What follows belongs to an exercise in optimizing a design on an open flow for small area; a production flow would make more cautious choices.
RTL that was checked went through simulation tests only; none was proved equivalent to the original.
Power and IR drop assume default switching activity.

==> inputs of run C <==
==> flow/design.v (excerpt) <==
module alog_top (rstn, clk, buffer_2, buffer_3, reff, head_flag, dout, weight_2_in_0);
==> flow/config.mk <==
export PLATFORM = sky130hd
export DESIGN_NAME = alog_top
export DESIGN_NICKNAME = alog_top
export VERILOG_FILES = /design/flow/design.v
export SDC_FILE = /design/flow/constraint.sdc
export NUM_CORES = 4
export LEC_CHECK = 0
export CAP_MARGIN = 20
export CORE_MARGIN = 2
export CORE_UTILIZATION = 60
export CTS_CLUSTER_DIAMETER = 80
export CTS_CLUSTER_SIZE = 30
export PLACE_DENSITY = 0.7
export SLEW_MARGIN = 20
==> flow/constraint.sdc <==
create_clock -name core_clock -period 12.0 [get_ports {clk}]
set_input_delay 2.4000 -clock core_clock [delete_from_list [all_inputs] [get_ports {clk}]]
set_output_delay 2.4000 -clock core_clock [all_outputs]
set_load 0.01 [all_outputs]
run.sh (not shown) runs the stock make flow with config.mk's settings and CLKGATE_MAP_FILE= SYNTH_SCRIPT=/design/flow/synth_recipe.tcl, a recipe that flattens the netlist after the stock synthesis.
==> run Y: changes against run C <==
--- a/flow/design.v
+++ b/flow/design.v
@@ -7,27 +7,23 @@
 input  enable;
 output reg div_state;
 output reg [13:0] result;
 reg [31:0] temp;
 reg [13:0] counter;
 reg [13:0] result_pre;
 wire [32:0] diff = {1'b0, temp} - {1'b0, divisor};
-wire lt = diff[32];
+wire lt = diff[32] & (|divisor);    
 wire gt = ~lt & (|diff[31:0]);
-always @(posedge clk or negedge rstn)
-    if (!rstn)
-        temp <= 32'd0;
-    else if (!enable)
+always @(posedge clk)
+    if (!enable)
         temp <= dividend;
     else if (gt)
         temp <= diff[31:0];
-always @(posedge clk or negedge rstn)
-    if (!rstn)
-        counter <= 14'd0;
-    else if (!enable)
+always @(posedge clk)
+    if (!enable)
         counter <= 14'd0;
     else if (gt)
         counter <= counter + 14'd1;
 always @(posedge clk or negedge rstn)
     if (!rstn)
         result_pre <= 14'd0;
     else if (enable)
@@ -156,15 +152,16 @@
 `timescale 1ns/1ps
 module alog_top (rstn, clk, buffer_2, buffer_3, reff, head_flag, dout, weight_2_in_0);
 input rstn, clk, head_flag;
 input [13:0] buffer_2, buffer_3, reff;
 output [31:0] weight_2_in_0;
 output reg [13:0] dout;
 wire [13:0] d_2, d_3;
-reg [11:0] counter, counter_pre;
+reg [11:0] counter_pre;
+reg c2078, c2113, c2114;    
 reg [5:0] curr_state, next_state;
 reg stop_state, stb_state, adap_filter_state, weight_cal_state, shift_data_state;
 always @(posedge clk or negedge rstn)
     if (rstn == 0)
         {stb_state, shift_data_state, weight_cal_state, adap_filter_state, stop_state} <= 5'd0;
     else
         {stb_state, shift_data_state, weight_cal_state, adap_filter_state, stop_state} <= curr_state[4:0];
@@ -175,28 +172,28 @@
         counter_pre <= 12'd0;
     else if (stop_state | stb_state)
         counter_pre <= 12'd0;
     else
         counter_pre <= counter_pre + 12'd1;
 always @(posedge clk or negedge rstn)
     if (rstn == 0)
-        counter <= 12'd0;
+        {c2078, c2113, c2114} <= 3'd0;
     else
-        counter <= counter_pre;
+        {c2078, c2113, c2114} <= {counter_pre == 12'd2078, counter_pre == 12'd2113, counter_pre == 12'd2114};
 always @(posedge clk or negedge rstn)
     if (rstn == 0)
         curr_state <= 6'd1;
     else
         curr_state <= next_state;
 always @(*)
     case (curr_state)
     6'd1    : next_state = head_flag ? 6'd2 : 6'd1;
-    6'd2    : next_state = (counter == 12'd2078) ? 6'd4 : 6'd2;
-    6'd4    : next_state = (counter == 12'd2113) ? 6'd8 : 6'd4;
-    6'd8    : next_state = (counter == 12'd2114) ? 6'd16 : 6'd8;
+    6'd2    : next_state = c2078 ? 6'd4 : 6'd2;
+    6'd4    : next_state = c2113 ? 6'd8 : 6'd4;
+    6'd8    : next_state = c2114 ? 6'd16 : 6'd8;
     6'd16   : next_state = (~head_flag) ? 6'd1 : 6'd16;
     default : next_state = 6'd1;
     endcase
 always @(posedge clk or negedge rstn)
     if (rstn == 0)
         dout <= 14'd0;
     else
@@ -310,18 +307,16 @@
 wire byp = byp_start | (byp_cnt > 6'd1);
 wire [13:0] x2_t0, x2_t1, x2_t32, x2_in, x3_t0, x3_t1, x3_t32, x3_in, r_t0;
 wire dwr = jeq0 & ~blk;
 ram_data ram_data_2 (.clk(clk), .rstn(rstn), .shift(shift), .in(buffer_2), .wr(dwr), .in_q(x2_in), .tap0(x2_t0), .tap1(x2_t1), .tap32(x2_t32));
 ram_data ram_data_3 (.clk(clk), .rstn(rstn), .shift(shift), .in(buffer_3), .wr(dwr), .in_q(x3_in), .tap0(x3_t0), .tap1(x3_t1), .tap32(x3_t32));
 ram_data ram_data_r (.clk(clk), .rstn(rstn), .shift(shift), .in(reff), .wr(dwr), .in_q(), .tap0(r_t0), .tap1(), .tap32());
 reg [13:0] reff_31;
-always @(posedge clk or negedge rstn)
-    if (rstn == 0)
-        reff_31 <= 14'd0;
-    else if (jeq31)
+always @(posedge clk)
+    if (jeq31)
         reff_31 <= v32 ? r_t0 : 14'd0;
 reg [13:0] x1;
 always @(posedge clk or negedge rstn)
     if (rstn == 0)
         x1 <= 14'd0;
     else if (shift)
         x1 <= x2_in;
CAP_MARGIN = 5   (was 20)
CTS_CLUSTER_DIAMETER = 60   (was 80)
CTS_CLUSTER_SIZE = 24   (was 30)
SLEW_MARGIN = 5   (was 20)
==> run D: changes against run C <==
--- a/flow/design.v
+++ b/flow/design.v
@@ -7,27 +7,23 @@
 input  enable;
 output reg div_state;
 output reg [13:0] result;
 reg [31:0] temp;
 reg [13:0] counter;
 reg [13:0] result_pre;
 wire [32:0] diff = {1'b0, temp} - {1'b0, divisor};
-wire lt = diff[32];
+wire lt = diff[32] & (|divisor);    
 wire gt = ~lt & (|diff[31:0]);
-always @(posedge clk or negedge rstn)
-    if (!rstn)
-        temp <= 32'd0;
-    else if (!enable)
+always @(posedge clk)
+    if (!enable)
         temp <= dividend;
     else if (gt)
         temp <= diff[31:0];
-always @(posedge clk or negedge rstn)
-    if (!rstn)
-        counter <= 14'd0;
-    else if (!enable)
+always @(posedge clk)
+    if (!enable)
         counter <= 14'd0;
     else if (gt)
         counter <= counter + 14'd1;
 always @(posedge clk or negedge rstn)
     if (!rstn)
         result_pre <= 14'd0;
     else if (enable)
@@ -310,18 +306,16 @@
 wire byp = byp_start | (byp_cnt > 6'd1);
 wire [13:0] x2_t0, x2_t1, x2_t32, x2_in, x3_t0, x3_t1, x3_t32, x3_in, r_t0;
 wire dwr = jeq0 & ~blk;
 ram_data ram_data_2 (.clk(clk), .rstn(rstn), .shift(shift), .in(buffer_2), .wr(dwr), .in_q(x2_in), .tap0(x2_t0), .tap1(x2_t1), .tap32(x2_t32));
 ram_data ram_data_3 (.clk(clk), .rstn(rstn), .shift(shift), .in(buffer_3), .wr(dwr), .in_q(x3_in), .tap0(x3_t0), .tap1(x3_t1), .tap32(x3_t32));
 ram_data ram_data_r (.clk(clk), .rstn(rstn), .shift(shift), .in(reff), .wr(dwr), .in_q(), .tap0(r_t0), .tap1(), .tap32());
 reg [13:0] reff_31;
-always @(posedge clk or negedge rstn)
-    if (rstn == 0)
-        reff_31 <= 14'd0;
-    else if (jeq31)
+always @(posedge clk)
+    if (jeq31)
         reff_31 <= v32 ? r_t0 : 14'd0;
 reg [13:0] x1;
 always @(posedge clk or negedge rstn)
     if (rstn == 0)
         x1 <= 14'd0;
     else if (shift)
         x1 <= x2_in;
CORE_UTILIZATION = 70   (was 60)
CTS_CLUSTER_DIAMETER = 60   (was 80)
CTS_CLUSTER_SIZE = 24   (was 30)
PLACE_DENSITY = 0.8   (was 0.7)
==> notes <==
Cell area: run C is larger than run D (about 0.3%).
Non-clock buffer count, lowest first: run Y, run D, run C.
Worst setup slack, highest first: run Y, run C, run D.
Cell count, highest first: run C, run Y, run D.
Clock power, lowest first: run C, run D, run Y.
Routed wire length: run Y < run C < run D.
Sequential share of layout area, highest first: run D, run Y, run C.
Of run Y and run C, run C has the higher flip-flop and latch count (gap 9).
Via count, lowest first: run Y, run C, run D.
In run D the clock skew is higher than in run C, by 7.3 ps.
Run D passed the timing, DRC and antenna checks. Run Y passed the timing, DRC and antenna checks. Run C completed, yet does not pass: antenna rules.
In sequential power, run C and run Y hardly differ.
==> figures <==
metric	run C	run D	run Y
Share of async-settable or async-resettable flops after synthesis	14.20%	11.62%	11.43%
Critical register-to-register path startpoint	sub2	ub	ub
Tightest Pin Transition	1191 ps	1213 ps	1139 ps
CP bufs+invs	4	6	4
Share of the synthesized area in compound gates (AO/OA/AOI/OAI)	6.963%	6.256%	6.142%
GPL Wtd Cong	0.9607	0.9806	0.9400
Crit path launch	sub2	ub	ub
Relative slew slack	19.91%	19.12%	23.85%
Antenna Cells	10	15	21
Area delta synth->final	7.675%	7.985%	8.813%
Sequential share of power	65.7%	63.3%	63.0%
Area occupied by multi-input gates	35300 um2	34500 um2	34040 um2
Vias/cell	5.473	6.167	5.449
Netlist area before placement	123900 um2	123200 um2	122500 um2
Number of search-and-repair iterations in the first detailed-routing pass	9	14	8
Net count after synthesis	9980	9822	9745
Fraction of area in multi-input gates	26.46%	25.93%	25.53%
Capturing point of the worst reg2reg path	adaptive_filter_2.sq[29]	adaptive_filter_3.sq[31]	adaptive_filter_2.sq[26]
Slack of the worst reg-to-reg path	1190 ps	460 ps	1250 ps
Met3 wire len	17780 um	38240 um	22940 um
CTS Buf Count	171	206	216
Result of the run	complete, but fails checks	no timing/DRC/antenna violations	no timing/DRC/antenna violations
Reasons for failing layout checks	antenna rules	-	-
Largest stage delay, worst path	840 ps	820 ps	930 ps
No functional check of the RTL was part of run C.

---

==> wip/yarrow <==
==> flow/design.v <==
`timescale 1ns/1ps
module divdiv (dividend, divisor, div_state, clk, rstn, enable, result);
input  [31:0] dividend;
input  [31:0] divisor;
input  clk;
input  rstn;
input  enable;
output reg div_state;
output reg [13:0] result;
reg [31:0] temp;
reg [13:0] counter;
reg [13:0] result_pre;
wire [32:0] diff = {1'b0, temp} - {1'b0, divisor};
wire lt = diff[32];
wire gt = ~lt & (|diff[31:0]);
always @(posedge clk or negedge rstn)
    if (!rstn)
        temp <= 32'd0;
    else if (!enable)
        temp <= dividend;
    else if (gt)
        temp <= diff[31:0];
always @(posedge clk or negedge rstn)
    if (!rstn)
        counter <= 14'd0;
    else if (!enable)
        counter <= 14'd0;
    else if (gt)
        counter <= counter + 14'd1;
always @(posedge clk or negedge rstn)
    if (!rstn)
        result_pre <= 14'd0;
    else if (enable)
        result_pre <= counter;
always @(posedge clk or negedge rstn)
    if (!rstn)
        div_state <= 1'b0;
    else
        div_state <= lt;
always @(posedge clk or negedge rstn)
    if (!rstn)
        result <= 14'd0;
    else if (div_state)
        result <= result_pre;
endmodule
`timescale 1ns/1ps
module adaptive_filter (clk, rstn, shift, j, v, x_t0, x_t1, x_in, wv, mac, mac_first, mac_ok,
                        capture, flag_16, e_load, upd_w0, upd, upd_ok, sq_add, sq_sub, byp,
                        reff_31, w0, d);
parameter CH2 = 1;
input clk, rstn, shift;
input [5:0] j, v;
input [13:0] x_t0, x_t1, x_in;
input wv, mac, mac_first, mac_ok, capture, flag_16, e_load, upd_w0, upd, upd_ok, sq_add, sq_sub, byp;
input [13:0] reff_31;
output [31:0] w0;
output [13:0] d;
reg [13:0] e;
reg [31:0] d_sum, n, sq;
reg flag_n, nz31;
wire [31:0] w_tap;
wire [31:0] w_ring = wv ? w_tap : 32'd0;
reg [13:0] x1;
reg [31:0] w0_r;
generate if (CH2) begin : g_w0
    always @(posedge clk or negedge rstn)
        if (rstn == 0)
            x1 <= 14'd0;
        else if (shift)
            x1 <= x_in;
end endgenerate
wire is_w0 = CH2 && (j == 6'd1);
wire [13:0] b = mac      ? (mac_ok ? x_t0 : 14'd0) :
                upd      ? (upd_ok ? x_t1 : 14'd0) :
                upd_w0   ? x1 :
                sq_add   ? x_in :
                sq_sub   ? ((v == 6'd33) ? x_t0 : 14'd0) : 14'd0;
wire [31:0] a = mac ? (is_w0 ? w0_r : w_ring) :
                {18'd0, (upd | upd_w0) ? e : b};
wire [36:0] p = a * b;
wire [31:0] w_new = (upd_w0 ? w0_r : w_ring) + {7'd0, p[24:0]};
wire wr_ring = upd & (j != 6'd32) & !(CH2 && j == 6'd0);
ram_weight ram_weight_1 (.clk(clk), .wr_en(wr_ring), .wr_data(w_new), .byp(byp), .tap(w_tap));
generate if (CH2) begin : g_w0r
    always @(posedge clk or negedge rstn)
        if (rstn == 0)
            w0_r <= 32'd0;
        else if (upd_w0)
            w0_r <= w_new;
end endgenerate
assign w0 = w0_r;
always @(posedge clk or negedge rstn)
    if (rstn == 0)
        d_sum <= 32'd0;
    else if (flag_n & mac)
        d_sum <= (mac_first ? 32'd0 : d_sum) + p[36:5];
always @(posedge clk or negedge rstn)
    if (rstn == 0)
        sq <= 32'd0;
    else if (sq_add)
        sq <= sq + {4'd0, p[27:0]};
    else if (sq_sub)
        sq <= sq - {4'd0, p[27:0]};
always @(posedge clk or negedge rstn)
    if (rstn == 0)
        n <= 32'd0;
    else if (capture & flag_n)
        n <= sq;
always @(posedge clk or negedge rstn)
    if (rstn == 0) begin
        nz31 <= 1'b0;
        flag_n <= 1'b0;
    end else begin
        if (j == 6'd31)
            nz31 <= (v >= 6'd32) & (|x_t0);
        if (shift)
            flag_n <= nz31;
    end
wire div_state;
divdiv divdiv_1 (.dividend(d_sum), .divisor(n), .div_state(div_state), .clk(clk), .rstn(rstn),
                 .enable(~flag_16 & flag_n), .result(d));
always @(posedge clk or negedge rstn)
    if (rstn == 0)
        e <= 14'd0;
    else if (div_state & e_load)
        e <= d[13] ? reff_31 + d : reff_31 - d;
endmodule
`timescale 1ns/1ps
module ram_weight (clk, wr_en, wr_data, byp, tap);
input clk, wr_en, byp;
input [31:0] wr_data;
output [31:0] tap;
reg [33*32-1:0] ring;
assign tap = ring[31:0];
wire [31:0] back = wr_en ? wr_data : ring[31:0];
always @(posedge clk)
    ring <= {back, byp ? ring[31:0] : ring[32*32 +: 32], ring[32*32-1:32]};
endmodule
`timescale 1ns/1ps
module ram_data (clk, rstn, shift, in, wr, in_q, tap0, tap1);
input clk, rstn, shift, wr;
input [13:0] in;
output reg [13:0] in_q;
output [13:0] tap0, tap1;
always @(posedge clk or negedge rstn)
    if (rstn == 0)
        in_q <= 14'd0;
    else if (shift)
        in_q <= in;
reg [33*14-1:0] ring;
assign tap0 = ring[13:0];
assign tap1 = ring[27:14];
always @(posedge clk)
    ring <= {wr ? in_q : ring[13:0], ring[33*14-1:14]};
endmodule
`timescale 1ns/1ps
module alog_top (rstn, clk, buffer_2, buffer_3, reff, head_flag, dout, weight_2_in_0);
input rstn, clk, head_flag;
input [13:0] buffer_2, buffer_3, reff;
output [31:0] weight_2_in_0;
output reg [13:0] dout;
wire [13:0] d_2, d_3;
reg [11:0] counter, counter_pre;
reg [5:0] curr_state, next_state;
reg stop_state, stb_state, adap_filter_state, weight_cal_state, shift_data_state;
always @(posedge clk or negedge rstn)
    if (rstn == 0)
        {stb_state, shift_data_state, weight_cal_state, adap_filter_state, stop_state} <= 5'd0;
    else
        {stb_state, shift_data_state, weight_cal_state, adap_filter_state, stop_state} <= curr_state[4:0];
always @(posedge clk or negedge rstn)
    if (rstn == 0)
        counter_pre <= 12'd0;
    else if (counter_pre == 12'd2128)
        counter_pre <= 12'd0;
    else if (stop_state | stb_state)
        counter_pre <= 12'd0;
    else
        counter_pre <= counter_pre + 12'd1;
always @(posedge clk or negedge rstn)
    if (rstn == 0)
        counter <= 12'd0;
    else
        counter <= counter_pre;
always @(posedge clk or negedge rstn)
    if (rstn == 0)
        curr_state <= 6'd1;
    else
        curr_state <= next_state;
always @(*)
    case (curr_state)
    6'd1    : next_state = head_flag ? 6'd2 : 6'd1;
    6'd2    : next_state = (counter == 12'd2078) ? 6'd4 : 6'd2;
    6'd4    : next_state = (counter == 12'd2113) ? 6'd8 : 6'd4;
    6'd8    : next_state = (counter == 12'd2114) ? 6'd16 : 6'd8;
    6'd16   : next_state = (~head_flag) ? 6'd1 : 6'd16;
    default : next_state = 6'd1;
    endcase
always @(posedge clk or negedge rstn)
    if (rstn == 0)
        dout <= 14'd0;
    else
        dout <= d_2 + d_3;
reg [5:0] fcnt;
reg af_dly, flag_16;
always @(posedge clk or negedge rstn)
    if (rstn == 0)
        fcnt <= 6'd0;
    else if (adap_filter_state == 1'b0)
        fcnt <= 6'd0;
    else if (fcnt != 6'd34)
        fcnt <= fcnt + 6'd1;
always @(posedge clk or negedge rstn)
    if (rstn == 0) begin
        af_dly <= 1'b0;
        flag_16 <= 1'b0;
    end else begin
        af_dly <= adap_filter_state;
        flag_16 <= (fcnt == 6'd33);
    end
wire shift = shift_data_state;
reg [5:0] j;
wire [5:0] j1 = (j == 6'd32) ? 6'd0 : j + 6'd1;
wire [5:0] j2 = (j1 == 6'd32) ? 6'd0 : j1 + 6'd1;
always @(posedge clk or negedge rstn)
    if (rstn == 0)
        j <= 6'd0;
    else
        j <= shift ? j2 : j1;
reg [5:0] v;
always @(posedge clk or negedge rstn)
    if (rstn == 0)
        v <= 6'd0;
    else if (shift && v != 6'd33)
        v <= v + 6'd1;
wire mac     = adap_filter_state & (fcnt != 6'd0) & (fcnt != 6'd34);
wire mac_ok  = (j != 6'd0) & (v > j);
wire capture = (fcnt == 6'd33);
wire e_load  = af_dly & (fcnt == 6'd34);
wire upd_w0  = (counter == 12'd2082);
wire upd     = (counter >= 12'd2083) & (counter <= 12'd2115);
wire upd_end = (counter == 12'd2115);
wire upd_ok  = (v > j1);             
reg sq_pend;
always @(posedge clk or negedge rstn)
    if (rstn == 0)
        sq_pend <= 1'b0;
    else if (flag_16)
        sq_pend <= 1'b1;
    else if (j == 6'd32)
        sq_pend <= 1'b0;
wire sq_add = flag_16;
wire sq_sub = sq_pend & (j == 6'd32);
reg byp_pend;
reg [5:0] byp_cnt;
wire byp_start = byp_pend & (j == 6'd1);
always @(posedge clk or negedge rstn)
    if (rstn == 0) begin
        byp_pend <= 1'b0;
        byp_cnt <= 6'd0;
    end else begin
        if (flag_16)
            byp_pend <= 1'b1;
        else if (byp_start)
            byp_pend <= 1'b0;
        if (byp_start)
            byp_cnt <= 6'd32;
        else if (byp_cnt != 6'd0)
            byp_cnt <= byp_cnt - 6'd1;
    end
wire byp = byp_start | (byp_cnt > 6'd1);
reg wv;
always @(posedge clk or negedge rstn)
    if (rstn == 0)
        wv <= 1'b0;
    else if (upd_end)
        wv <= 1'b1;
wire [13:0] x2_t0, x2_t1, x2_in, x3_t0, x3_t1, x3_in, r_t0;
ram_data ram_data_2 (.clk(clk), .rstn(rstn), .shift(shift), .in(buffer_2), .wr(j == 6'd0), .in_q(x2_in), .tap0(x2_t0), .tap1(x2_t1));
ram_data ram_data_3 (.clk(clk), .rstn(rstn), .shift(shift), .in(buffer_3), .wr(j == 6'd0), .in_q(x3_in), .tap0(x3_t0), .tap1(x3_t1));
ram_data ram_data_r (.clk(clk), .rstn(rstn), .shift(shift), .in(reff), .wr(j == 6'd0), .in_q(), .tap0(r_t0), .tap1());
reg [13:0] reff_31;
always @(posedge clk or negedge rstn)
    if (rstn == 0)
        reff_31 <= 14'd0;
    else if (j == 6'd31)
        reff_31 <= (v >= 6'd32) ? r_t0 : 14'd0;
adaptive_filter #(.CH2(1)) adaptive_filter_2 (.clk(clk), .rstn(rstn), .shift(shift), .j(j), .v(v),
    .x_t0(x2_t0), .x_t1(x2_t1), .x_in(x2_in), .wv(wv), .mac(mac), .mac_first(fcnt == 6'd1), .mac_ok(mac_ok),
    .capture(capture), .flag_16(flag_16), .e_load(e_load), .upd_w0(upd_w0), .upd(upd), .upd_ok(upd_ok),
    .sq_add(sq_add), .sq_sub(sq_sub), .byp(byp), .reff_31(reff_31), .w0(weight_2_in_0), .d(d_2));
adaptive_filter #(.CH2(0)) adaptive_filter_3 (.clk(clk), .rstn(rstn), .shift(shift), .j(j), .v(v),
    .x_t0(x3_t0), .x_t1(x3_t1), .x_in(x3_in), .wv(wv), .mac(mac), .mac_first(fcnt == 6'd1), .mac_ok(mac_ok),
    .capture(capture), .flag_16(flag_16), .e_load(e_load), .upd_w0(upd_w0), .upd(upd), .upd_ok(upd_ok),
    .sq_add(sq_add), .sq_sub(sq_sub), .byp(byp), .reff_31(reff_31), .w0(), .d(d_3));
endmodule
==> flow/run.sh <==
#!/bin/bash
# synth_recipe.tcl (not shown) runs the flow's synth.tcl, then flattens the netlist and writes it again
# the make line also repeats each setting of config.mk as NAME=value (left out here)
make -C /OpenROAD-flow-scripts/flow DESIGN_CONFIG=/design/flow/config.mk WORK_HOME=/design/flow/orfs CLKGATE_MAP_FILE= SYNTH_SCRIPT=/design/flow/synth_recipe.tcl finish
==> flow/config.mk <==
export PLATFORM = sky130hd
export DESIGN_NAME = alog_top
export DESIGN_NICKNAME = alog_top
export VERILOG_FILES = /design/flow/design.v
export SDC_FILE = /design/flow/constraint.sdc
export NUM_CORES = 4
export LEC_CHECK = 0
export CAP_MARGIN = 20
export CORE_MARGIN = 2
export CORE_UTILIZATION = 60
export PLACE_DENSITY = 0.7
export SLEW_MARGIN = 20
==> flow/constraint.sdc <==
create_clock -name core_clock -period 12.0 [get_ports {clk}]
set_input_delay 2.4000 -clock core_clock [delete_from_list [all_inputs] [get_ports {clk}]]
set_output_delay 2.4000 -clock core_clock [all_outputs]
set_load 0.01 [all_outputs]
==> wip/willow (differences from wip/yarrow) <==
- CORE_UTILIZATION: 60 -> 45
- PLACE_DENSITY: 0.7 -> 0.55
==> wip/ember (differences from wip/yarrow) <==
- CORE_UTILIZATION: 60 -> 45
- CTS_BUF_LIST: not set -> sky130_fd_sc_hd__clkbuf_4 sky130_fd_sc_hd__clkbuf_8
- PLACE_DENSITY: 0.7 -> 0.55
==> run summary <==
Sw Pwr=0.00637 W; CTS Buf Count=369; worst vdd ir=199 uV; Clk power=approximately 0.012 W; Post-Route WL=approximately 330000 um; Power Internal=0.0213 W; reg2reg end=adaptive_filter_3.sq[31]; antenna violations before repair=15; vias=81.1k; outcome=finished clean; Die Y=479 um; layout cell share with drive strength beyond 1=roughly 14%; Signal buffers=787; worst reg-to-reg setup slack=between 400 and 500 ps; DP Worst Slack=-369 ps; hold endpoint=adaptive_filter_2.ram_weight_1.ring[236]; vias in the first global route=86.2k; Seq/total area=a little over half; PnR worst setup slack=404 ps
Source of the figures above: wip/yarrow

==> run summary <==
DP Worst Slack=-583 ps; outcome=finished clean; worst reg-to-reg setup slack=480 ps; footprint of the multi-input gates=0.0485 mm2; Clk power=0.0121 W; Sw Pwr=0.00672 W; worst vdd ir=147 uV; Power Internal=0.0215 W; PnR worst setup slack=480 ps; count leader, synth=dfxtp_1; antenna violations before repair=12; Post-Route WL=323000 um; Seq/total area=51.7%; hold endpoint=ram_data_r.ring[55]
Source of the figures above: wip/ember

==> run summary <==
CTS Buf Count=380; Signal buffers=1007; PnR worst setup slack=498 ps; Die Y=553 um; vias in the first global route=84.0k; outcome=finished clean; Post-Route WL=321000 um; Power Internal=0.0219 W; Seq/total area=between 50% and 60%; DP Worst Slack=-583 ps; layout cell share with drive strength beyond 1=16.7%; Sw Pwr=0.00657 W
Source of the figures above: wip/willow

No run of this note included a check of the RTL's function; only the layout flow was run.

[re-timing with driven ports]
Ports are ideal in the flow. The routed layouts listed here were re-timed in OpenROAD. Step 1 assumes that a clkbuf_16 drives the clock port and a buf_2 every other input. Step 2 also shifts input and output timing later by t, the mid clock arrival at the registers, as if the neighbouring blocks saw the same clock. a / b / c = no drivers / after step 1 / after step 2; a / b = the first two.
| run | t, ns | setup WS [ns] | worst setup path at the end | clock arrival spread, ns | slew at the worst register clock pin (ns) |
|---|---|---|---|---|---|
| run C | 0.927 | 1.188 / 1.188 / 1.188 | register to register | 0.090 / 0.090 | 0.12 / 0.12 |
| run Y | 0.960 | 1.253 / 1.253 / 1.253 | register to register | 0.084 / 0.083 | 0.10 / 0.10 |
| run D | 1.010 | 0.456 / 0.456 / 0.456 | register to register | 0.102 / 0.103 | 0.12 / 0.12 |
| wip/yarrow | 1.035 | 0.404 / 0.404 / 0.404 | register to register | 0.166 / 0.166 | 0.08 / 0.08 |
| wip/willow | 1.013 | 0.498 / 0.498 / 0.498 | register to register | 0.072 / 0.072 | 0.08 / 0.08 |
| wip/ember | 1.230 | 0.480 / 0.480 / 0.480 | register to register | 0.081 / 0.081 | 0.08 / 0.08 |
